This design comes from an exercise in tuning for small area on the open sky130 flow, not from production work. Function was checked by simulation only, so behaviour that the tests miss may differ from the original. No driver is modelled on the clock port, so clock power and skew are understated where the tree is cut down; a real chip needs a root buffer or a tree.

==> job 3351 <==
## DigitalClock
module DigitalClock (
    input   wire        clk,
    input   wire        rst,
    input   wire        key_mode,
    input   wire        key_inc,
    input   wire        key_alarm_off,
    output  wire        beep,
    output  wire [6:0]  seg_out,
    output  wire [5:0]  digit_sel
);
    wire key_mode_pulse, key_inc_pulse, key_alarm_off_pulse;
    wire clk_1hz_en, scan_en, blink;
    wire time_count_en, load_h, load_m, sec_wrapped, blank_h, blank_m, alarm_on_flag;
    wire sec_is_0, min_is_0, min_inc, min_dec, hour_inc;
    wire [3:0] sec0, min0, hour0;
    wire [2:0] sec1, min1;
    wire [1:0] hour1;
    wire [3:0] num_to_decode;
    key_debounce debounce_mode      (.clk(clk), .rst(rst), .key_in(key_mode),      .key_pulse(key_mode_pulse));
    key_debounce debounce_inc       (.clk(clk), .rst(rst), .key_in(key_inc),       .key_pulse(key_inc_pulse));
  ...
==> module key_debounce, before the edit <==
module key_debounce (
    input  wire clk,
    input  wire rst,
    input  wire key_in,
    output reg  key_pulse
);
    localparam [9:0] DB_START = 10'b0000011001;
    reg [1:0] key_state_sync;
    reg [9:0] counter;
    reg       key_state_q;
    reg       key_state_q_prev;
    wire differ  = key_state_sync[1] ^ key_state_q;
    wire low_nz  = |counter[8:0];
    wire at_end  = ~low_nz & ~counter[9];
    always @(posedge clk or posedge rst) begin
        if (rst) begin
            key_state_sync <= 2'b11;
            key_state_q    <= 1'b1;
            key_pulse      <= 1'b0;
        end else begin
            key_state_sync <= {key_state_sync[0], key_in};
            if (differ & at_end)
                key_state_q <= ~key_state_q;
            key_pulse <= key_state_q_prev & ~key_state_q;
        end
    end
    always @(posedge clk) begin
        if (!differ)
            counter <= DB_START;
        else
            counter <= {counter[8:0], (counter[9] ^ counter[6]) & low_nz};
        key_state_q_prev <= key_state_q;
    end
endmodule
==> module clock_controller, before the edit <==
module clock_controller (
    input  wire       clk,
    input  wire       rst,
    input  wire       key_mode_pulse,
    input  wire       key_inc_pulse,
    input  wire       key_alarm_off_pulse,
    input  wire       sec_is_0,
    input  wire       min_is_0,
    input  wire       sec_wrapped,
    input  wire       min_inc,
    input  wire       min_dec,
    input  wire       hour_inc,
    output wire       time_count_en,
    output wire       load_h,
    output wire       load_m,
    output wire       blank_h,
    output wire       blank_m,
    output wire       alarm_on_flag
);
    reg [2:0] state;          
    reg [2:0] display_mode;   
    reg [4:0] alarm_dh;
    reg [5:0] alarm_dm;
    reg       is_alarming;
    reg       load_adj;       
    wire st_h = state[2], st_m = state[1], st_a = state[0];
    wire adj_h   = st_h & ~st_a;
    wire adj_m   = st_m & ~st_a;
    wire alarm_h = st_h &  st_a;
    wire alarm_m = st_m &  st_a;
    wire [2:0] next_state = {~st_h & ~st_a, st_h, (st_m & ~st_a) | (st_h & st_a)};
    wire match = (alarm_dh == 5'd0) && (alarm_dm == 6'd0) && sec_is_0;
    wire dm_up = (key_inc_pulse & alarm_m) | min_dec;
    wire dm_dn = min_inc;
    wire dh_up = key_inc_pulse & alarm_h;
    wire dh_dn = hour_inc;
    always @(posedge clk or posedge rst) begin
        if (rst) begin
            state        <= 3'b000;
            display_mode <= 3'b000;
            load_adj     <= 1'b0;
            alarm_dh     <= 5'd6;
            alarm_dm     <= 6'd0;
            is_alarming  <= 1'b0;
        end else begin
            if (key_mode_pulse) state <= next_state;
            display_mode <= state;
            load_adj     <= key_inc_pulse & (adj_h | adj_m);
            if (dh_up & ~dh_dn)
                alarm_dh <= (alarm_dh == 5'd23) ? 5'd0 : alarm_dh + 1'b1;
            else if (dh_dn & ~dh_up)
                alarm_dh <= (alarm_dh == 5'd0) ? 5'd23 : alarm_dh - 1'b1;
            if (dm_up & ~dm_dn)
                alarm_dm <= (alarm_dm == 6'd59) ? 6'd0 : alarm_dm + 1'b1;
            else if (dm_dn & ~dm_up)
                alarm_dm <= (alarm_dm == 6'd0) ? 6'd59 : alarm_dm - 1'b1;
            is_alarming <= ~key_alarm_off_pulse & ~key_mode_pulse & (is_alarming | match);
        end
    end
    assign blank_h = display_mode[2];
    assign blank_m = display_mode[1];
    assign time_count_en = display_mode[0] | ~(display_mode[2] | display_mode[1]);
    assign load_h = load_adj & display_mode[2];
    assign load_m = load_adj & display_mode[1];
    wire hourly_chime = time_count_en & min_is_0 & sec_wrapped;
    assign alarm_on_flag = is_alarming | hourly_chime;
endmodule
==> module buzzer_controller, before the edit <==
module buzzer_controller (
    input  wire clk,
    input  wire rst,
    input  wire alarm_on,
    output reg  beep
);
    localparam [14:0] BZ_START = 15'b101001100000000;
    reg [14:0] counter;
    wire at_end = (counter == 15'd0);
    always @(posedge clk or posedge rst) begin
        if (rst)
            beep <= 1'b0;
        else
            beep <= alarm_on & (beep ^ at_end);
    end
    always @(posedge clk) begin
        if (!alarm_on)
            counter <= 15'd0;
        else if (at_end)
            counter <= BZ_START;
        else
            counter <= {counter[13:0], ~(counter[14] ^ counter[13])};
    end
endmodule
export LEC_CHECK = 0
export ABC_AREA = 1
export CAP_MARGIN = 20
export CORE_MARGIN = 2
export CORE_UTILIZATION = 40
export SLEW_MARGIN = 20
create_clock -name core_clock -period 10.0 [get_ports {clk}]
standard.sh (not shown) runs the stock make flow with config.mk's settings and CLKGATE_MAP_FILE= SYNTH_SCRIPT=/design/flow/synth_recipe.tcl, a recipe that flattens the netlist after the stock synthesis.
==> flow/flow/run.sh <==
#!/bin/bash
# Layout flow: the standard ORFS flow (standard.sh) with these changes:
#  - synthesis maps the combinational logic with an area-oriented ABC script
#    (abc_area.script: deepsyn, then amap) and leaves adders to ABC instead
#    of mapping them to half/full-adder cells; registers are synthesized
#    exactly as in the standard flow;
#  - the clock tree is built by manual_cts.tcl (a root buffer and leaf
#    buffers that each drive a compact group of flip-flops) instead of
#    TritonCTS; the rest of the CTS step (legalization, repair) is unchanged;
#  - the port buffers are the smallest buffer cell.
# Each tool's output is in standard.log and in orfs/logs.
set -uo pipefail
W=$(pwd)
rm -rf "$W/scripts_local"
cp -r "$FLOW_HOME/scripts" "$W/scripts_local"
cp "$W/flow/abc_area.script" "$W/scripts_local/abc_area.script"
cp "$W/flow/manual_cts.tcl" "$W/scripts_local/manual_cts.tcl"
sed -i 's|^log_cmd clock_tree_synthesis {\*}\$cts_args|source $::env(SCRIPTS_DIR)/manual_cts.tcl|' "$W/scripts_local/cts.tcl"
grep -q manual_cts.tcl "$W/scripts_local/cts.tcl" || { echo "cts.tcl patch failed"; exit 1; }
export SCRIPTS_DIR="$W/scripts_local"
export ADDER_MAP_FILE=
export MCTS_MAX_SINKS=12
export MCTS_LEAF_CELL=sky130_fd_sc_hd__clkbuf_8
export MCTS_ROOT_CELL=sky130_fd_sc_hd__clkbuf_8
export BUFFER_PORTS_ARGS="-inputs -outputs -buffer_cell sky130_fd_sc_hd__buf_1"
bash standard.sh > standard.log 2>&1
==> flow/flow/abc_area.script <==
strash
&get -n
&deepsyn -T 20
&put
dch -f
amap
topo
stime -c
==> flow/flow/manual_cts.tcl <==
# Manual clock tree: the clock port drives one root buffer, which drives
# leaf buffers; each leaf drives a compact group of at most MCTS_MAX_SINKS
# flip-flop clock pins, formed by recursive median bisection of their
# placement. All buffers are placed at their group's centroid and legalized
# later by the flow's detailed placement.
set mcts_max_sinks [expr {[info exists ::env(MCTS_MAX_SINKS)] ? $::env(MCTS_MAX_SINKS) : 12}]
set mcts_leaf_cell [expr {[info exists ::env(MCTS_LEAF_CELL)] ? $::env(MCTS_LEAF_CELL) : "sky130_fd_sc_hd__clkbuf_8"}]
set mcts_root_cell [expr {[info exists ::env(MCTS_ROOT_CELL)] ? $::env(MCTS_ROOT_CELL) : "sky130_fd_sc_hd__clkbuf_8"}]

set mcts_block [ord::get_db_block]
set mcts_db [ord::get_db]
set mcts_clk_name [get_full_name [lindex [get_property [lindex [all_clocks] 0] sources] 0]]
set mcts_clk_net [[$mcts_block findBTerm $mcts_clk_name] getNet]
set mcts_leaf_master [$mcts_db findMaster $mcts_leaf_cell]
set mcts_root_master [$mcts_db findMaster $mcts_root_cell]

set mcts_sinks {}
foreach it [$mcts_clk_net getITerms] {
  set bb [[$it getInst] getBBox]
  lappend mcts_sinks [list $it [expr {([$bb xMin] + [$bb xMax]) / 2}] [expr {([$bb yMin] + [$bb yMax]) / 2}]]
}

proc mcts_split { sinks maxn } {
  if { [llength $sinks] <= $maxn } { return [list $sinks] }
  set xs [lsort -integer [lmap s $sinks {lindex $s 1}]]
  set ys [lsort -integer [lmap s $sinks {lindex $s 2}]]
  set dx [expr {[lindex $xs end] - [lindex $xs 0]}]
  set dy [expr {[lindex $ys end] - [lindex $ys 0]}]
  set key [expr {$dx >= $dy ? 1 : 2}]
  set sorted [lsort -integer -index $key $sinks]
  # split into two parts whose sizes are multiples of maxn where possible
  set n [llength $sorted]
  set groups [expr {($n + $maxn - 1) / $maxn}]
  set left [expr {(($groups / 2) * $n) / $groups}]
  return [concat [mcts_split [lrange $sorted 0 [expr {$left - 1}]] $maxn] \
                 [mcts_split [lrange $sorted $left end] $maxn]]
}

set mcts_groups [mcts_split $mcts_sinks $mcts_max_sinks]
puts "manual CTS: [llength $mcts_sinks] sinks in [llength $mcts_groups] groups"

set mcts_root_net [odb::dbNet_create $mcts_block "clknet_root"]
$mcts_root_net setSigType CLOCK
set mcts_cx 0
set mcts_cy 0
set i 0
foreach g $mcts_groups {
  set sx 0; set sy 0
  foreach s $g { incr sx [lindex $s 1]; incr sy [lindex $s 2] }
  set cx [expr {$sx / [llength $g]}]
  set cy [expr {$sy / [llength $g]}]
  incr mcts_cx $cx; incr mcts_cy $cy
  set buf [odb::dbInst_create $mcts_block $mcts_leaf_master "clkbuf_leaf_$i"]
  $buf setLocation $cx $cy
  $buf setPlacementStatus PLACED
  set net [odb::dbNet_create $mcts_block "clknet_leaf_$i"]
  $net setSigType CLOCK
  foreach s $g {
    set it [lindex $s 0]
    $it disconnect
    $it connect $net
  }
  [$buf findITerm X] connect $net
  [$buf findITerm A] connect $mcts_root_net
  incr i
}
set root [odb::dbInst_create $mcts_block $mcts_root_master "clkbuf_root"]
$root setLocation [expr {$mcts_cx / $i}] [expr {$mcts_cy / $i}]
$root setPlacementStatus PLACED
[$root findITerm A] connect $mcts_clk_net
[$root findITerm X] connect $mcts_root_net
$mcts_clk_net setSigType CLOCK
set_propagated_clock [all_clocks]
==> job 7856: changes against job 3351 <==
--- a/flow/design.v
+++ b/flow/design.v
@@ -7,4 +7,6 @@
     localparam [9:0] DB_START = 10'b0000011001;
+    localparam [9:0] DB_POL   = 10'b1010101010;
     reg [1:0] key_state_sync;
-    reg [9:0] counter;
+    reg [9:0] counter_q;
+    wire [9:0] counter = counter_q ^ DB_POL;
     reg       key_state_q;
@@ -28,5 +30,5 @@
         if (!differ)
-            counter <= DB_START;
+            counter_q <= DB_START ^ DB_POL;
         else
-            counter <= {counter[8:0], (counter[9] ^ counter[6]) & low_nz};
+            counter_q <= {counter[8:0], (counter[9] ^ counter[6]) & low_nz} ^ DB_POL;
         key_state_q_prev <= key_state_q;
@@ -53,4 +55,4 @@
 );
-    reg [2:0] state;          
     reg [2:0] display_mode;   
+    reg       mode_pulse_q;   
     reg [4:0] alarm_dh;
@@ -59,2 +61,5 @@
     reg       load_adj;       
+    wire dm_h = display_mode[2], dm_m = display_mode[1], dm_a = display_mode[0];
+    wire [2:0] dm_next = {~dm_h & ~dm_a, dm_h, (dm_m & ~dm_a) | (dm_h & dm_a)};
+    wire [2:0] state = mode_pulse_q ? dm_next : display_mode;
     wire st_h = state[2], st_m = state[1], st_a = state[0];
@@ -64,12 +69,11 @@
     wire alarm_m = st_m &  st_a;
-    wire [2:0] next_state = {~st_h & ~st_a, st_h, (st_m & ~st_a) | (st_h & st_a)};
     wire match = (alarm_dh == 5'd0) && (alarm_dm == 6'd0) && sec_is_0;
-    wire dm_up = (key_inc_pulse & alarm_m) | min_dec;
-    wire dm_dn = min_inc;
-    wire dh_up = key_inc_pulse & alarm_h;
-    wire dh_dn = hour_inc;
+    wire am_up = (key_inc_pulse & alarm_m) | min_dec;
+    wire am_dn = min_inc;
+    wire ah_up = key_inc_pulse & alarm_h;
+    wire ah_dn = hour_inc;
     always @(posedge clk or posedge rst) begin
         if (rst) begin
-            state        <= 3'b000;
             display_mode <= 3'b000;
+            mode_pulse_q <= 1'b0;
             load_adj     <= 1'b0;
@@ -79,12 +83,12 @@
         end else begin
-            if (key_mode_pulse) state <= next_state;
             display_mode <= state;
+            mode_pulse_q <= key_mode_pulse;
             load_adj     <= key_inc_pulse & (adj_h | adj_m);
-            if (dh_up & ~dh_dn)
+            if (ah_up & ~ah_dn)
                 alarm_dh <= (alarm_dh == 5'd23) ? 5'd0 : alarm_dh + 1'b1;
-            else if (dh_dn & ~dh_up)
+            else if (ah_dn & ~ah_up)
                 alarm_dh <= (alarm_dh == 5'd0) ? 5'd23 : alarm_dh - 1'b1;
-            if (dm_up & ~dm_dn)
+            if (am_up & ~am_dn)
                 alarm_dm <= (alarm_dm == 6'd59) ? 6'd0 : alarm_dm + 1'b1;
-            else if (dm_dn & ~dm_up)
+            else if (am_dn & ~am_up)
                 alarm_dm <= (alarm_dm == 6'd0) ? 6'd59 : alarm_dm - 1'b1;
@@ -108,3 +112,5 @@
     localparam [14:0] BZ_START = 15'b101001100000000;
-    reg [14:0] counter;
+    localparam [14:0] BZ_POL   = 15'b101010101010101;
+    reg  [14:0] counter_q;
+    wire [14:0] counter = counter_q ^ BZ_POL;
     wire at_end = (counter == 15'd0);
@@ -118,7 +124,7 @@
         if (!alarm_on)
-            counter <= 15'd0;
+            counter_q <= BZ_POL;
         else if (at_end)
-            counter <= BZ_START;
+            counter_q <= BZ_START ^ BZ_POL;
         else
-            counter <= {counter[13:0], ~(counter[14] ^ counter[13])};
+            counter_q <= {counter[13:0], ~(counter[14] ^ counter[13])} ^ BZ_POL;
     end
--- a/flow/flow/run.sh
+++ b/flow/flow/run.sh
@@ -3,3 +3,3 @@
 #  - synthesis maps the combinational logic with an area-oriented ABC script
-#    (abc_area.script: deepsyn, then amap) and leaves adders to ABC instead
+#    (abc_area.script: 120 s of deepsyn, then &nf with relaxed delay) and leaves adders to ABC instead
 #    of mapping them to half/full-adder cells; registers are synthesized
@@ -21,3 +21,3 @@
 export ADDER_MAP_FILE=
-export MCTS_MAX_SINKS=12
+export MCTS_MAX_SINKS=16
 export MCTS_LEAF_CELL=sky130_fd_sc_hd__clkbuf_8
==> flow/flow/abc_area.script (replaced) <==
strash
&get -n
&deepsyn -T 120
&dch -f
&nf -R 1000
&put
topo
stime -c
==> job 8011: changes against job 3351 <==
--- a/flow/design.v
+++ b/flow/design.v
@@ -53,4 +53,4 @@
 );
-    reg [2:0] state;          
     reg [2:0] display_mode;   
+    reg       mode_pulse_q;   
     reg [4:0] alarm_dh;
@@ -59,2 +59,5 @@
     reg       load_adj;       
+    wire dm_h = display_mode[2], dm_m = display_mode[1], dm_a = display_mode[0];
+    wire [2:0] dm_next = {~dm_h & ~dm_a, dm_h, (dm_m & ~dm_a) | (dm_h & dm_a)};
+    wire [2:0] state = mode_pulse_q ? dm_next : display_mode;
     wire st_h = state[2], st_m = state[1], st_a = state[0];
@@ -64,12 +67,11 @@
     wire alarm_m = st_m &  st_a;
-    wire [2:0] next_state = {~st_h & ~st_a, st_h, (st_m & ~st_a) | (st_h & st_a)};
     wire match = (alarm_dh == 5'd0) && (alarm_dm == 6'd0) && sec_is_0;
-    wire dm_up = (key_inc_pulse & alarm_m) | min_dec;
-    wire dm_dn = min_inc;
-    wire dh_up = key_inc_pulse & alarm_h;
-    wire dh_dn = hour_inc;
+    wire am_up = (key_inc_pulse & alarm_m) | min_dec;
+    wire am_dn = min_inc;
+    wire ah_up = key_inc_pulse & alarm_h;
+    wire ah_dn = hour_inc;
     always @(posedge clk or posedge rst) begin
         if (rst) begin
-            state        <= 3'b000;
             display_mode <= 3'b000;
+            mode_pulse_q <= 1'b0;
             load_adj     <= 1'b0;
@@ -79,12 +81,12 @@
         end else begin
-            if (key_mode_pulse) state <= next_state;
             display_mode <= state;
+            mode_pulse_q <= key_mode_pulse;
             load_adj     <= key_inc_pulse & (adj_h | adj_m);
-            if (dh_up & ~dh_dn)
+            if (ah_up & ~ah_dn)
                 alarm_dh <= (alarm_dh == 5'd23) ? 5'd0 : alarm_dh + 1'b1;
-            else if (dh_dn & ~dh_up)
+            else if (ah_dn & ~ah_up)
                 alarm_dh <= (alarm_dh == 5'd0) ? 5'd23 : alarm_dh - 1'b1;
-            if (dm_up & ~dm_dn)
+            if (am_up & ~am_dn)
                 alarm_dm <= (alarm_dm == 6'd59) ? 6'd0 : alarm_dm + 1'b1;
-            else if (dm_dn & ~dm_up)
+            else if (am_dn & ~am_up)
                 alarm_dm <= (alarm_dm == 6'd0) ? 6'd59 : alarm_dm - 1'b1;
--- a/flow/flow/run.sh
+++ b/flow/flow/run.sh
@@ -3,3 +3,3 @@
 #  - synthesis maps the combinational logic with an area-oriented ABC script
-#    (abc_area.script: deepsyn, then amap) and leaves adders to ABC instead
+#    (abc_area.script: deepsyn, then &nf with relaxed delay) and leaves adders to ABC instead
 #    of mapping them to half/full-adder cells; registers are synthesized
@@ -21,3 +21,3 @@
 export ADDER_MAP_FILE=
-export MCTS_MAX_SINKS=12
+export MCTS_MAX_SINKS=16
 export MCTS_LEAF_CELL=sky130_fd_sc_hd__clkbuf_8
==> flow/flow/abc_area.script (replaced) <==
strash
&get -n
&deepsyn -T 20
&dch -f
&nf -R 1000
&put
topo
stime -c
CORE_UTILIZATION = 60   (was 40)
==> flow_summary.ini <==
[power]
power_density_nw_per_um2 = 220

[run_status]
status = complete, no violations

[finish]
fin_cells = 784

[synthesis]
syn_nets = 581

[drt]
vias = 3951

[setup_path]
worst_path_most_repeated_cell = nor2_1
[end of results for job 3351]
==> flow_summary.ini <==
[setup_path]
worst_path_most_repeated_cell = nor2_1
worstPathCellList = clkinv_1 -> nor2_1 -> a32oi_1 -> nand3_1 -> nand3_1 -> nor2_1 -> nor2_1 -> o21ai_0 -> a31oi_1 -> a21boi_0 -> buf_1

[floorplanning]
ios = 19

[synthesis]
syn_nets = 489

[drt]
vias = 3498

[finish]
fin_cells = 685
largest_register = u_clk_divider.lfsr

[run_status]
status = complete, no violations

[power]
power_density_nw_per_um2 = 223
[end of results for job 7856]
==> flow_summary.ini <==
[setup_path]
worst-path-stages = 12
critPathBufInv = 1

[sta]
period_share_pct = 48.8

[drt]
drc_errors = 0
vias = 3467

[finish]
fin_cells = 622

[run_status]
status = complete, no violations

[synthesis]
syn_nets = 490
[end of results for job 8011]
In every run of this note, the design's own scripts or RTL, not TritonCTS, make the clock network.

-- port drivers added, routing unchanged --
Ports are ideal in the flow. The routed layouts listed here were re-timed in OpenROAD. Step 1 assumes that a clkbuf_16 drives the clock port and a buf_2 every other input. Step 2 moves the port delays by t, midway between the first and last clock arrival at a register: inputs arrive t later, outputs are due t later. That takes back most of the time a late clock gives input paths. a / b / c = ideal ports / drivers / drivers and shift; a / b = the first two.
| run | t (ns) | setup WS [ns] | slew at the worst register clock pin (ns) | cell pins on the clock port's net |
|---|---|---|---|---|
| job 3351 | 0.441 | 5.213 / 5.182 / 5.623 | 0.08 / 0.08 | 1 |
| job 7856 | 0.415 | 5.370 / 5.339 / 5.755 | 0.10 / 0.10 | 1 |
| job 8011 | 0.418 | 5.125 / 5.095 / 5.513 | 0.10 / 0.10 | 1 |
After both steps setup and hold are still met in every run listed.
